What follows belongs to an exercise in optimizing a design on an open flow for small area, a short achievable clock period and few clock cycles per item; a production flow would make more cautious choices. Function was checked by simulation only, so behaviour that the tests miss may differ from the original.

build 80:
// keccak
module keccak (clk, reset, in, in_ready, is_last, byte_num, buffer_full, out, out_ready);
clock: 10.0 ns
lec_check: 0
cap_margin: 35
core_margin: 2
core_utilization: 45
cts_cluster_diameter: 100
cts_cluster_size: 20
gpl_routability_driven: 0
place_density: 0.6
slew_margin: 35
synth_hierarchical: 1
standard.sh (not shown) runs the stock make flow with config.mk's settings and CLKGATE_MAP_FILE= SYNTH_SCRIPT=/design/flow/synth_recipe.tcl, a recipe that flattens the netlist after the stock synthesis.
==> flow/flow/run.sh <==
#!/bin/bash
# Own layout flow: the standard flow (standard.sh) with these changes:
#  1. after the standard synthesis, every combinational cell is set to its
#     smallest drive strength (downsize.tcl); the repair steps size up what
#     timing, slew and capacitance need;
#  2. the repair steps aim at a setup slack margin (SETUP_MARGIN below);
#  3. the port buffers are plain buffers (buf_1) instead of delay cells;
#     the repair steps size up the ones timing needs;
#  4. timing-driven global placement weights more nets (70% of them, up to
#     3x) and re-weights them more often (at more overflow levels).
# Each tool's output goes to a log file of its own in this folder.
set -euo pipefail
HERE=$(pwd)
SETUP_MARGIN=${SETUP_MARGIN:-6.3}
PORT_BUF=${PORT_BUF:-sky130_fd_sc_hd__buf_1}
R=$HERE/orfs/results/$FLOW_PLATFORM/keccak/base

bash standard.sh synth > log_1_synth.txt 2>&1

ODB_IN=$R/1_synth.odb ODB_OUT=$R/1_synth.odb \
  openroad -no_init -exit flow/downsize.tcl > log_1b_downsize.txt 2>&1

bash standard.sh SETUP_SLACK_MARGIN=$SETUP_MARGIN \
  "BUFFER_PORTS_ARGS=-buffer_cell $PORT_BUF" \
  "GLOBAL_PLACEMENT_ARGS=-timing_driven_net_weight_max 3 -timing_driven_nets_percentage 70 -timing_driven_net_reweight_overflow {79 70 64 56 49 40 29 21 15 10}" finish > log_2_layout.txt 2>&1
==> flow/flow/downsize.tcl <==
# Set every combinational cell of the synthesized netlist to the smallest
# drive strength of its function; the later repair steps size up what the
# timing and slew limits need. Registers, ties and taps are left alone.
read_db $::env(ODB_IN)
set db [ord::get_db]
set block [ord::get_db_block]
set dont_use [list]
if {[info exists ::env(DONT_USE_CELLS)]} { set dont_use $::env(DONT_USE_CELLS) }
set n 0
set saved 0.0
foreach inst [$block getInsts] {
  set m [$inst getMaster]
  set name [$m getName]
  if {![regexp {^(sky130_fd_sc_hd__)([a-z0-9]+)_([0-9]+)$} $name -> pfx base sz]} { continue }
  if {[regexp {^(df|edf|sdf|sedf|dl|conb|tap|decap|fill|diode|clk)} $base]} { continue }
  foreach s {0 1 2} {
    if {$s >= $sz} { break }
    set cand "${pfx}${base}_${s}"
    if {[lsearch -exact $dont_use $cand] >= 0} { continue }
    set cm [$db findMaster $cand]
    if {$cm == "NULL" || $cm == ""} { continue }
    set saved [expr {$saved + ([$m getWidth] - [$cm getWidth]) * [$m getHeight] / 1e6}]
    $inst swapMaster $cm
    incr n
    break
  }
}
puts "downsize: swapped $n instances, area saved [format %.1f $saved] um^2"
write_db $::env(ODB_OUT)
Both conditions hold for build 80: the flow ran to the end and the final layout passed the timing, design-rule and antenna checks.
Testbench counts of build 80, summed over its fixed seeds: cycles 5,495, bytes 9,368.
Relative to build 80, the following input files were edited for build 75:
# build 80
export LEC_CHECK = 0
export CAP_MARGIN = 35
export CORE_MARGIN = 2
export CORE_UTILIZATION = 45
export CTS_CLUSTER_DIAMETER = 100
export CTS_CLUSTER_SIZE = 20
export GPL_ROUTABILITY_DRIVEN = 0
export PLACE_DENSITY = 0.6
export SLEW_MARGIN = 35
export SYNTH_HIERARCHICAL = 1
create_clock -name core_clock -period 10.0 [get_ports {clk}]
# build 75
export LEC_CHECK = 0
export CAP_MARGIN = 35
export CORE_MARGIN = 2
export CORE_UTILIZATION = 35
export CTS_CLUSTER_DIAMETER = 100
export CTS_CLUSTER_SIZE = 20
export GPL_ROUTABILITY_DRIVEN = 0
export PLACE_DENSITY = 0.5
export SLEW_MARGIN = 35
export SYNTH_HIERARCHICAL = 1
create_clock -name core_clock -period 10.0 [get_ports {clk}]
==> flow/flow/run.sh <==
#!/bin/bash
# Own layout flow: the standard flow (standard.sh) with these changes:
#  1. after the standard synthesis, every combinational cell is set to its
#     smallest drive strength (downsize.tcl); the repair steps size up what
#     timing, slew and capacitance need;
#  2. the repair steps aim at a setup slack margin (SETUP_MARGIN below);
#  3. the port buffers are plain buffers (buf_2) instead of delay cells.
# Each tool's output goes to a log file of its own in this folder.
set -euo pipefail
HERE=$(pwd)
SETUP_MARGIN=${SETUP_MARGIN:-6.3}
PORT_BUF=${PORT_BUF:-sky130_fd_sc_hd__buf_2}
R=$HERE/orfs/results/$FLOW_PLATFORM/keccak/base

bash standard.sh synth > log_1_synth.txt 2>&1

ODB_IN=$R/1_synth.odb ODB_OUT=$R/1_synth.odb \
  openroad -no_init -exit flow/downsize.tcl > log_1b_downsize.txt 2>&1

bash standard.sh SETUP_SLACK_MARGIN=$SETUP_MARGIN \
  "BUFFER_PORTS_ARGS=-buffer_cell $PORT_BUF" finish > log_2_layout.txt 2>&1
Findings:
- From build 80 to build 75 the numbers moved as follows: final worst slack down 0.065 ns; highest achievable clock rate down about 1.6%.
- Higher instance count after placement with tap cells included among build 80 and build 75: build 75
- Going from build 80 to build 75, buffer depth of the longest clock path now sits higher, number of antenna violations at the first check in global routing now sits higher, global-route usage now sits lower, final area now sits higher.
- Comparing detailed-route via count for build 80 and build 75, the smaller number came from build 75.
## Diff of input files: build 25 against build 75
--- a/flow/flow/run.sh
+++ b/flow/flow/run.sh
@@ -5,10 +5,11 @@
 #     timing, slew and capacitance need;
 #  2. the repair steps aim at a setup slack margin (SETUP_MARGIN below);
-#  3. the port buffers are plain buffers (buf_2) instead of delay cells.
+#  3. the port buffers are plain buffers (buf_1) instead of delay cells;
+#     the repair steps size up the ones timing needs.
 # Each tool's output goes to a log file of its own in this folder.
 set -euo pipefail
 HERE=$(pwd)
 SETUP_MARGIN=${SETUP_MARGIN:-6.3}
-PORT_BUF=${PORT_BUF:-sky130_fd_sc_hd__buf_2}
+PORT_BUF=${PORT_BUF:-sky130_fd_sc_hd__buf_1}
 R=$HERE/orfs/results/$FLOW_PLATFORM/keccak/base
 
@@ -19,3 +20,4 @@
 
 bash standard.sh SETUP_SLACK_MARGIN=$SETUP_MARGIN \
-  "BUFFER_PORTS_ARGS=-buffer_cell $PORT_BUF" finish > log_2_layout.txt 2>&1
+  "BUFFER_PORTS_ARGS=-buffer_cell $PORT_BUF" \
+  "GLOBAL_PLACEMENT_ARGS=-timing_driven_net_weight_max 2.5 -timing_driven_nets_percentage 70 -timing_driven_net_reweight_overflow {79 64 49 29 21 15}" finish > log_2_layout.txt 2>&1
### Flow results
Compared with build 75, number of global-route vias before repair in build 25 decreased slightly.
Delta (build 25 minus build 75): via count normalized by instance count lower.

keccak again, from the RTL that the note above started with.
clock: 10.0 ns
lec_check: 0
cap_margin: 35
core_margin: 2
core_utilization: 35
cts_cluster_diameter: 100
cts_cluster_size: 20
gpl_routability_driven: 0
place_density: 0.5
slew_margin: 35
synth_hierarchical: 1
==> flow/flow/run.sh <==
#!/bin/bash
# Own layout flow: the standard flow (standard.sh) with these changes:
#  1. after the standard synthesis, every combinational cell is set to its
#     smallest drive strength (downsize.tcl); the repair steps size up what
#     timing, slew and capacitance need;
#  2. the repair steps aim at a setup slack margin (SETUP_MARGIN below);
#  3. the port buffers are plain buffers (buf_1) instead of delay cells;
#     the repair steps size up the ones timing needs.
# Each tool's output goes to a log file of its own in this folder.
set -euo pipefail
HERE=$(pwd)
SETUP_MARGIN=${SETUP_MARGIN:-6.3}
PORT_BUF=${PORT_BUF:-sky130_fd_sc_hd__buf_1}
R=$HERE/orfs/results/$FLOW_PLATFORM/keccak/base

bash standard.sh synth > log_1_synth.txt 2>&1

ODB_IN=$R/1_synth.odb ODB_OUT=$R/1_synth.odb \
  openroad -no_init -exit flow/downsize.tcl > log_1b_downsize.txt 2>&1

bash standard.sh SETUP_SLACK_MARGIN=$SETUP_MARGIN \
  "BUFFER_PORTS_ARGS=-buffer_cell $PORT_BUF" \
  "GLOBAL_PLACEMENT_ARGS=-timing_driven_net_weight_max 3 -timing_driven_nets_percentage 50" finish > log_2_layout.txt 2>&1
Scripts as last shown in full above: flow/flow/downsize.tcl
The starting point passed the timing, design-rule and antenna checks.
Testbench counts at the start, summed over its fixed seeds: cycles 5,495, bytes 9,368.
Next try:
--- a/flow/flow/run.sh
+++ b/flow/flow/run.sh
@@ -7,3 +7,5 @@
 #  3. the port buffers are plain buffers (buf_1) instead of delay cells;
-#     the repair steps size up the ones timing needs.
+#     the repair steps size up the ones timing needs;
+#  4. timing-driven global placement weights more nets (half of them, up to
+#     3x) and re-weights them more often (at more overflow levels).
 # Each tool's output goes to a log file of its own in this folder.
@@ -22,2 +24,2 @@
   "BUFFER_PORTS_ARGS=-buffer_cell $PORT_BUF" \
-  "GLOBAL_PLACEMENT_ARGS=-timing_driven_net_weight_max 3 -timing_driven_nets_percentage 50" finish > log_2_layout.txt 2>&1
+  "GLOBAL_PLACEMENT_ARGS=-timing_driven_net_weight_max 3 -timing_driven_nets_percentage 50 -timing_driven_net_reweight_overflow {79 64 49 29 21 15}" finish > log_2_layout.txt 2>&1
- clock skew went down by 12 ps
- wire length went down by 0.75%
- via count climbs by 0.57%
- cell area drops by 1.3%
- non-clock buffer count rises by 127
- global-route usage goes down by 0.46 points
- sequential cell count does not change
- worst setup slack gains 77 ps
Next try:
==> flow/flow/run.sh (replaced) <==
#!/bin/bash
# Own layout flow: the standard flow (standard.sh) with these changes:
#  1. after the standard synthesis, every combinational cell is set to its
#     smallest drive strength (downsize.tcl); the repair steps size up what
#     timing, slew and capacitance need;
#  2. the repair steps aim at a setup slack margin (SETUP_MARGIN below);
#  3. the port buffers are plain buffers (buf_2) instead of delay cells.
# Each tool's output goes to a log file of its own in this folder.
set -euo pipefail
HERE=$(pwd)
SETUP_MARGIN=${SETUP_MARGIN:-6.3}
PORT_BUF=${PORT_BUF:-sky130_fd_sc_hd__buf_2}
R=$HERE/orfs/results/$FLOW_PLATFORM/keccak/base

bash standard.sh synth > log_1_synth.txt 2>&1

ODB_IN=$R/1_synth.odb ODB_OUT=$R/1_synth.odb \
  openroad -no_init -exit flow/downsize.tcl > log_1b_downsize.txt 2>&1

bash standard.sh SETUP_SLACK_MARGIN=$SETUP_MARGIN \
  "BUFFER_PORTS_ARGS=-buffer_cell $PORT_BUF" finish > log_2_layout.txt 2>&1
--- a/flow/config.mk
+++ b/flow/config.mk
@@ -9,7 +9,6 @@
 export CORE_MARGIN = 2
-export CORE_UTILIZATION = 35
+export CORE_UTILIZATION = 40
 export CTS_CLUSTER_DIAMETER = 100
 export CTS_CLUSTER_SIZE = 20
-export GPL_ROUTABILITY_DRIVEN = 0
-export PLACE_DENSITY = 0.5
+export PLACE_DENSITY = 0.55
 export SLEW_MARGIN = 35
Count of clock-buffer cells in the layout grows by 5.
Register-to-register slack loses 100 ps.
Die area shrinks by 12%.
Wire length grows by 6.2%.
Worst hold slack stays flat.
Utilization grows by 7.3 points.
Next try:
--- a/flow/flow/run.sh
+++ b/flow/flow/run.sh
@@ -6,3 +6,5 @@
 #  2. the repair steps aim at a setup slack margin (SETUP_MARGIN below);
-#  3. the port buffers are plain buffers (buf_2) instead of delay cells.
+#  3. the port buffers are plain buffers (buf_2) instead of delay cells;
+#  4. global routing favours timing-critical nets (-critical_nets_percentage)
+#     and is resistance aware.
 # Each tool's output goes to a log file of its own in this folder.
@@ -12,2 +14,4 @@
 PORT_BUF=${PORT_BUF:-sky130_fd_sc_hd__buf_2}
+GRT_ARGS=${GRT_ARGS:--congestion_iterations 30 -congestion_report_iter_step 5 -verbose -critical_nets_percentage 30}
+RES_AWARE=${RES_AWARE:-1}
 R=$HERE/orfs/results/$FLOW_PLATFORM/keccak/base
@@ -20,2 +24,4 @@
 bash standard.sh SETUP_SLACK_MARGIN=$SETUP_MARGIN \
-  "BUFFER_PORTS_ARGS=-buffer_cell $PORT_BUF" finish > log_2_layout.txt 2>&1
+  "BUFFER_PORTS_ARGS=-buffer_cell $PORT_BUF" \
+  "GLOBAL_ROUTE_ARGS=$GRT_ARGS" ENABLE_RESISTANCE_AWARE=$RES_AWARE \
+  finish > log_2_layout.txt 2>&1
--- a/flow/config.mk
+++ b/flow/config.mk
@@ -9,6 +9,7 @@
 export CORE_MARGIN = 2
-export CORE_UTILIZATION = 40
+export CORE_UTILIZATION = 35
 export CTS_CLUSTER_DIAMETER = 100
 export CTS_CLUSTER_SIZE = 20
-export PLACE_DENSITY = 0.55
+export GPL_ROUTABILITY_DRIVEN = 0
+export PLACE_DENSITY = 0.5
 export SLEW_MARGIN = 35
=> The new run finished with timing, DRC and antenna clean; count of clock-buffer cells in the layout grows by 1; via count goes down by a few percent; register-to-register slack hardly moves; wire length falls by a few percent; utilization went down by 6.1 points; worst setup slack improved by 12 ps; critical path depth went down by 1.
Next try:
==> flow/flow/run.sh (replaced) <==
#!/bin/bash
# Own layout flow: the standard flow (standard.sh) with these changes:
#  1. after the standard synthesis, every combinational cell is set to its
#     smallest drive strength (downsize.tcl); the repair steps size up what
#     timing, slew and capacitance need;
#  2. the repair steps aim at a setup slack margin (SETUP_MARGIN below);
#  3. the port buffers are plain buffers (buf_2) instead of delay cells.
# Each tool's output goes to a log file of its own in this folder.
set -euo pipefail
HERE=$(pwd)
SETUP_MARGIN=${SETUP_MARGIN:-6.45}
PORT_BUF=${PORT_BUF:-sky130_fd_sc_hd__buf_2}
R=$HERE/orfs/results/$FLOW_PLATFORM/keccak/base

bash standard.sh synth > log_1_synth.txt 2>&1

ODB_IN=$R/1_synth.odb ODB_OUT=$R/1_synth.odb \
  openroad -no_init -exit flow/downsize.tcl > log_1b_downsize.txt 2>&1

bash standard.sh SETUP_SLACK_MARGIN=$SETUP_MARGIN \
  "BUFFER_PORTS_ARGS=-buffer_cell $PORT_BUF" finish > log_2_layout.txt 2>&1
What happened: Cell area is higher by 3.4%; hold slack improved by 16 ps; die area stays the same; cell count grows by 1.4%; via count went up by 1.1%; utilization grows by 1.4 points; area after synthesis stays the same.
Next try:
--- a/flow/flow/run.sh
+++ b/flow/flow/run.sh
@@ -6,3 +6,4 @@
 #  2. the repair steps aim at a setup slack margin (SETUP_MARGIN below);
-#  3. the port buffers are plain buffers (buf_2) instead of delay cells.
+#  3. the port buffers are plain buffers (buf_1) instead of delay cells;
+#     the repair steps size up the ones timing needs.
 # Each tool's output goes to a log file of its own in this folder.
@@ -10,4 +11,4 @@
 HERE=$(pwd)
-SETUP_MARGIN=${SETUP_MARGIN:-6.45}
-PORT_BUF=${PORT_BUF:-sky130_fd_sc_hd__buf_2}
+SETUP_MARGIN=${SETUP_MARGIN:-6.3}
+PORT_BUF=${PORT_BUF:-sky130_fd_sc_hd__buf_1}
 R=$HERE/orfs/results/$FLOW_PLATFORM/keccak/base
@@ -20,2 +21,3 @@
 bash standard.sh SETUP_SLACK_MARGIN=$SETUP_MARGIN \
-  "BUFFER_PORTS_ARGS=-buffer_cell $PORT_BUF" finish > log_2_layout.txt 2>&1
+  "BUFFER_PORTS_ARGS=-buffer_cell $PORT_BUF" \
+  "GLOBAL_PLACEMENT_ARGS=-timing_driven_net_weight_max 5 -timing_driven_nets_percentage 30" finish > log_2_layout.txt 2>&1
After rerunning:
- worst setup slack loses 280 ps
- global-route usage rose by 0.10 points
- area after synthesis does not change
- clock skew rose by 27 ps
- routed wire length rose slightly

v8:
Starting RTL as in the previous note.
export LEC_CHECK = 0
export CAP_MARGIN = 35
export CORE_MARGIN = 2
export CORE_UTILIZATION = 35
export CTS_CLUSTER_DIAMETER = 100
export CTS_CLUSTER_SIZE = 20
export GPL_ROUTABILITY_DRIVEN = 0
export PLACE_DENSITY = 0.5
export SLEW_MARGIN = 35
export SYNTH_HIERARCHICAL = 1
create_clock -name core_clock -period 10.0 [get_ports {clk}]
==> flow/flow/run.sh <==
#!/bin/bash
# Own layout flow: the standard flow (standard.sh) with these changes:
#  1. after the standard synthesis, every combinational cell is set to its
#     smallest drive strength (downsize.tcl); the repair steps size up what
#     timing, slew and capacitance need;
#  2. the repair steps aim at a setup slack margin (SETUP_MARGIN below);
#  3. the port buffers are plain buffers (buf_1) instead of delay cells;
#     the repair steps size up the ones timing needs;
#  4. timing-driven global placement weights more nets (70% of them, up to
#     3x) and re-weights them more often (at more overflow levels).
# Each tool's output goes to a log file of its own in this folder.
set -euo pipefail
HERE=$(pwd)
SETUP_MARGIN=${SETUP_MARGIN:-6.15}
PORT_BUF=${PORT_BUF:-sky130_fd_sc_hd__buf_1}
R=$HERE/orfs/results/$FLOW_PLATFORM/keccak/base

bash standard.sh synth > log_1_synth.txt 2>&1

ODB_IN=$R/1_synth.odb ODB_OUT=$R/1_synth.odb \
  openroad -no_init -exit flow/downsize.tcl > log_1b_downsize.txt 2>&1

bash standard.sh SETUP_SLACK_MARGIN=$SETUP_MARGIN \
  "BUFFER_PORTS_ARGS=-buffer_cell $PORT_BUF" \
  "GLOBAL_PLACEMENT_ARGS=-timing_driven_net_weight_max 3 -timing_driven_nets_percentage 70 -timing_driven_net_reweight_overflow {79 70 64 56 49 40 29 21 15 10}" finish > log_2_layout.txt 2>&1
Scripts as last shown in full above: flow/flow/downsize.tcl
v8 completed end to end with timing, DRC and antenna clean.
Testbench counts of v8, summed over its fixed seeds: cycles 5,495, bytes 9,368.
--- input diff v8..v41 ---
-- flow/flow/run.sh --
<<< v8, line 12
set -euo pipefail
HERE=$(pwd)
SETUP_MARGIN=${SETUP_MARGIN:-6.15}
PORT_BUF=${PORT_BUF:-sky130_fd_sc_hd__buf_1}
R=$HERE/orfs/results/$FLOW_PLATFORM/keccak/base
>>> v41, line 12
set -euo pipefail
HERE=$(pwd)
SETUP_MARGIN=${SETUP_MARGIN:-6.3}
PORT_BUF=${PORT_BUF:-sky130_fd_sc_hd__buf_1}
R=$HERE/orfs/results/$FLOW_PLATFORM/keccak/base
<<< v8, line 23
bash standard.sh SETUP_SLACK_MARGIN=$SETUP_MARGIN \
  "BUFFER_PORTS_ARGS=-buffer_cell $PORT_BUF" \
  "GLOBAL_PLACEMENT_ARGS=-timing_driven_net_weight_max 3 -timing_driven_nets_percentage 70 -timing_driven_net_reweight_overflow {79 70 64 56 49 40 29 21 15 10}" finish > log_2_layout.txt 2>&1
>>> v41, line 23
bash standard.sh SETUP_SLACK_MARGIN=$SETUP_MARGIN \
  "BUFFER_PORTS_ARGS=-buffer_cell $PORT_BUF" \
  "GLOBAL_PLACEMENT_ARGS=-timing_driven_net_weight_max 5 -timing_driven_nets_percentage 70 -timing_driven_net_reweight_overflow {79 70 64 56 49 40 29 21 15 10}" finish > log_2_layout.txt 2>&1
[summary]
- When v41 is measured against v8, its post-layout minimum cycle time turns out 0.086 ns lower.
- v41 vs v8 — global-route wire length before repair climbed slightly
- NOTE: fraction of the cycle the final worst path needs in v41 falls short of that of v8
- Between v41 and v8, the difference in met1 routing resource usage after global routing is negligible.
Setup changes, v41 to v36
-- flow/flow/run.sh --
<<< v41, line 23
bash standard.sh SETUP_SLACK_MARGIN=$SETUP_MARGIN \
  "BUFFER_PORTS_ARGS=-buffer_cell $PORT_BUF" \
  "GLOBAL_PLACEMENT_ARGS=-timing_driven_net_weight_max 5 -timing_driven_nets_percentage 70 -timing_driven_net_reweight_overflow {79 70 64 56 49 40 29 21 15 10}" finish > log_2_layout.txt 2>&1
>>> v36, line 23
bash standard.sh SETUP_SLACK_MARGIN=$SETUP_MARGIN \
  "BUFFER_PORTS_ARGS=-buffer_cell $PORT_BUF" \
  "GLOBAL_PLACEMENT_ARGS=-timing_driven_net_weight_max 3 -timing_driven_nets_percentage 90 -timing_driven_net_reweight_overflow {79 70 64 56 49 40 29 21 15 10}" finish > log_2_layout.txt 2>&1
Findings:
Number of gates given a new drive strength after cts, v41 and v36, lower one = v36.
Register-to-register path setup slack essentially unchanged between v41 and v36.
Re count of input and output buffers: no difference whatsoever between v36 and v41.
Across both runs, met2 global-route usage was lower for v36 than for v41.
The routing usage on met1 in v36 sits 0.65 points above the value recorded for v41.
v41 → v36: post-place instance area ~0 delta.
Number of cell instances on the worst register-to-register path (higher): v41
v36 vs. v41: cell depth of the worst setup path went down by 1.
On clock-buffer cell count, the higher figure sits with v36, not v41.
Setup changes, v36 to v54
Settings: SLEW_MARGIN: 35 -> 45; CAP_MARGIN: 35 -> 45.
==> flow/flow/run.sh <==
#!/bin/bash
# Own layout flow: the standard flow (standard.sh) with these changes:
#  1. after the standard synthesis, every combinational cell is set to its
#     smallest drive strength (downsize.tcl); the repair steps size up what
#     timing, slew and capacitance need;
#  2. the repair steps aim at a setup slack margin (SETUP_MARGIN below);
#  3. the port buffers are plain buffers (buf_2) instead of delay cells.
# Each tool's output goes to a log file of its own in this folder.
set -euo pipefail
HERE=$(pwd)
SETUP_MARGIN=${SETUP_MARGIN:-6.3}
PORT_BUF=${PORT_BUF:-sky130_fd_sc_hd__buf_2}
R=$HERE/orfs/results/$FLOW_PLATFORM/keccak/base

bash standard.sh synth > log_1_synth.txt 2>&1

ODB_IN=$R/1_synth.odb ODB_OUT=$R/1_synth.odb \
  openroad -no_init -exit flow/downsize.tcl > log_1b_downsize.txt 2>&1

bash standard.sh SETUP_SLACK_MARGIN=$SETUP_MARGIN \
  "BUFFER_PORTS_ARGS=-buffer_cell $PORT_BUF" finish > log_2_layout.txt 2>&1
### Flow results
- Higher number of signal-net buffers in the layout among v36 and v54: v36
- On time the final worst path needs with I/O delays and setup, the lower figure sits with v36, not v54.
- Total track usage: higher on v54
- Highest-delay cell along the critical path: xor2_1 -> v36, xor2_2 -> v54
- From v36 to v54, number of setup violations in the final report did not move at all.
Here is what was changed in the inputs of v32 compared with v54.
Settings: CAP_MARGIN changed from 45 to 35; SLEW_MARGIN changed from 45 to 35.
-- flow/flow/run.sh --
<<< v54, line 5
#     timing, slew and capacitance need;
#  2. the repair steps aim at a setup slack margin (SETUP_MARGIN below);
#  3. the port buffers are plain buffers (buf_2) instead of delay cells.
# Each tool's output goes to a log file of its own in this folder.
set -euo pipefail
HERE=$(pwd)
SETUP_MARGIN=${SETUP_MARGIN:-6.3}
PORT_BUF=${PORT_BUF:-sky130_fd_sc_hd__buf_2}
R=$HERE/orfs/results/$FLOW_PLATFORM/keccak/base

>>> v32, line 5
#     timing, slew and capacitance need;
#  2. the repair steps aim at a setup slack margin (SETUP_MARGIN below);
#  3. the port buffers are plain buffers (buf_1) instead of delay cells;
#     the repair steps size up the ones timing needs.
# Each tool's output goes to a log file of its own in this folder.
set -euo pipefail
HERE=$(pwd)
SETUP_MARGIN=${SETUP_MARGIN:-6.3}
PORT_BUF=${PORT_BUF:-sky130_fd_sc_hd__buf_1}
R=$HERE/orfs/results/$FLOW_PLATFORM/keccak/base

Number of standard cells after synthesis: v32 vs v54 identical
Slowest library cell on the worst path: xor2_1 -> v32, xor2_2 -> v54
As far as sequential cell count goes, v32 and v54 are indistinguishable; the numbers are identical.

## static timing again, ports no longer ideal
No port has a modelled driver above. Below, the same layouts with a new extraction and two added sets of constraints.
Step 1 (the two cells are an assumption about what drives the block):
set clk [get_ports {clk}]
set_driving_cell -lib_cell sky130_fd_sc_hd__clkbuf_16 $clk
set_driving_cell -lib_cell sky130_fd_sc_hd__buf_2 [delete_from_list [all_inputs] $clk]
Step 2 moves the port delays by t, midway between the first and last clock arrival at a register: inputs arrive t later, outputs are due t later. That takes back most of the time a late clock gives input paths.
Three values: no drivers, after step 1, after step 2; two values: the first two.
run	shift t [ns]	slack for setup (ns)	clock arrival spread, ns	worst register clock-pin slew, ns
build 80	0.976	6.070 / 6.070 / 5.293	0.081 / 0.081	0.11 / 0.11
build 75	1.081	6.005 / 6.005 / 5.187	0.086 / 0.087	0.10 / 0.10
build 25	1.020	6.089 / 6.089 / 5.364	0.059 / 0.059	0.10 / 0.10
the first run of note 2	1.043	6.008 / 6.008 / 5.269	0.074 / 0.074	0.11 / 0.11
the second run of note 2	1.041	6.085 / 6.085 / 5.278	0.062 / 0.062	0.10 / 0.10
the third run of note 2	0.970	5.982 / 5.982 / 5.245	0.060 / 0.060	0.11 / 0.11
the fourth run of note 2	1.075	5.994 / 5.994 / 5.107	0.086 / 0.086	0.10 / 0.10
the fifth run of note 2	1.070	6.116 / 6.116 / 5.357	0.048 / 0.049	0.10 / 0.10
the sixth run of note 2	1.045	5.839 / 5.839 / 5.247	0.075 / 0.076	0.11 / 0.11
v8	1.103	6.021 / 5.939 / 5.030	0.050 / 0.051	0.10 / 0.10
v41	1.062	6.107 / 6.107 / 5.252	0.067 / 0.067	0.10 / 0.10
v36	1.047	6.113 / 6.113 / 5.411	0.067 / 0.066	0.10 / 0.10
v54	1.065	6.048 / 6.048 / 5.174	0.091 / 0.091	0.11 / 0.11
v32	1.052	6.031 / 6.031 / 5.230	0.054 / 0.053	0.10 / 0.10
After both steps setup and hold are still met in every run listed. The setup slack of v8, which loses most, moves by -0.082 ns with the drivers and by -0.991 ns with both steps.
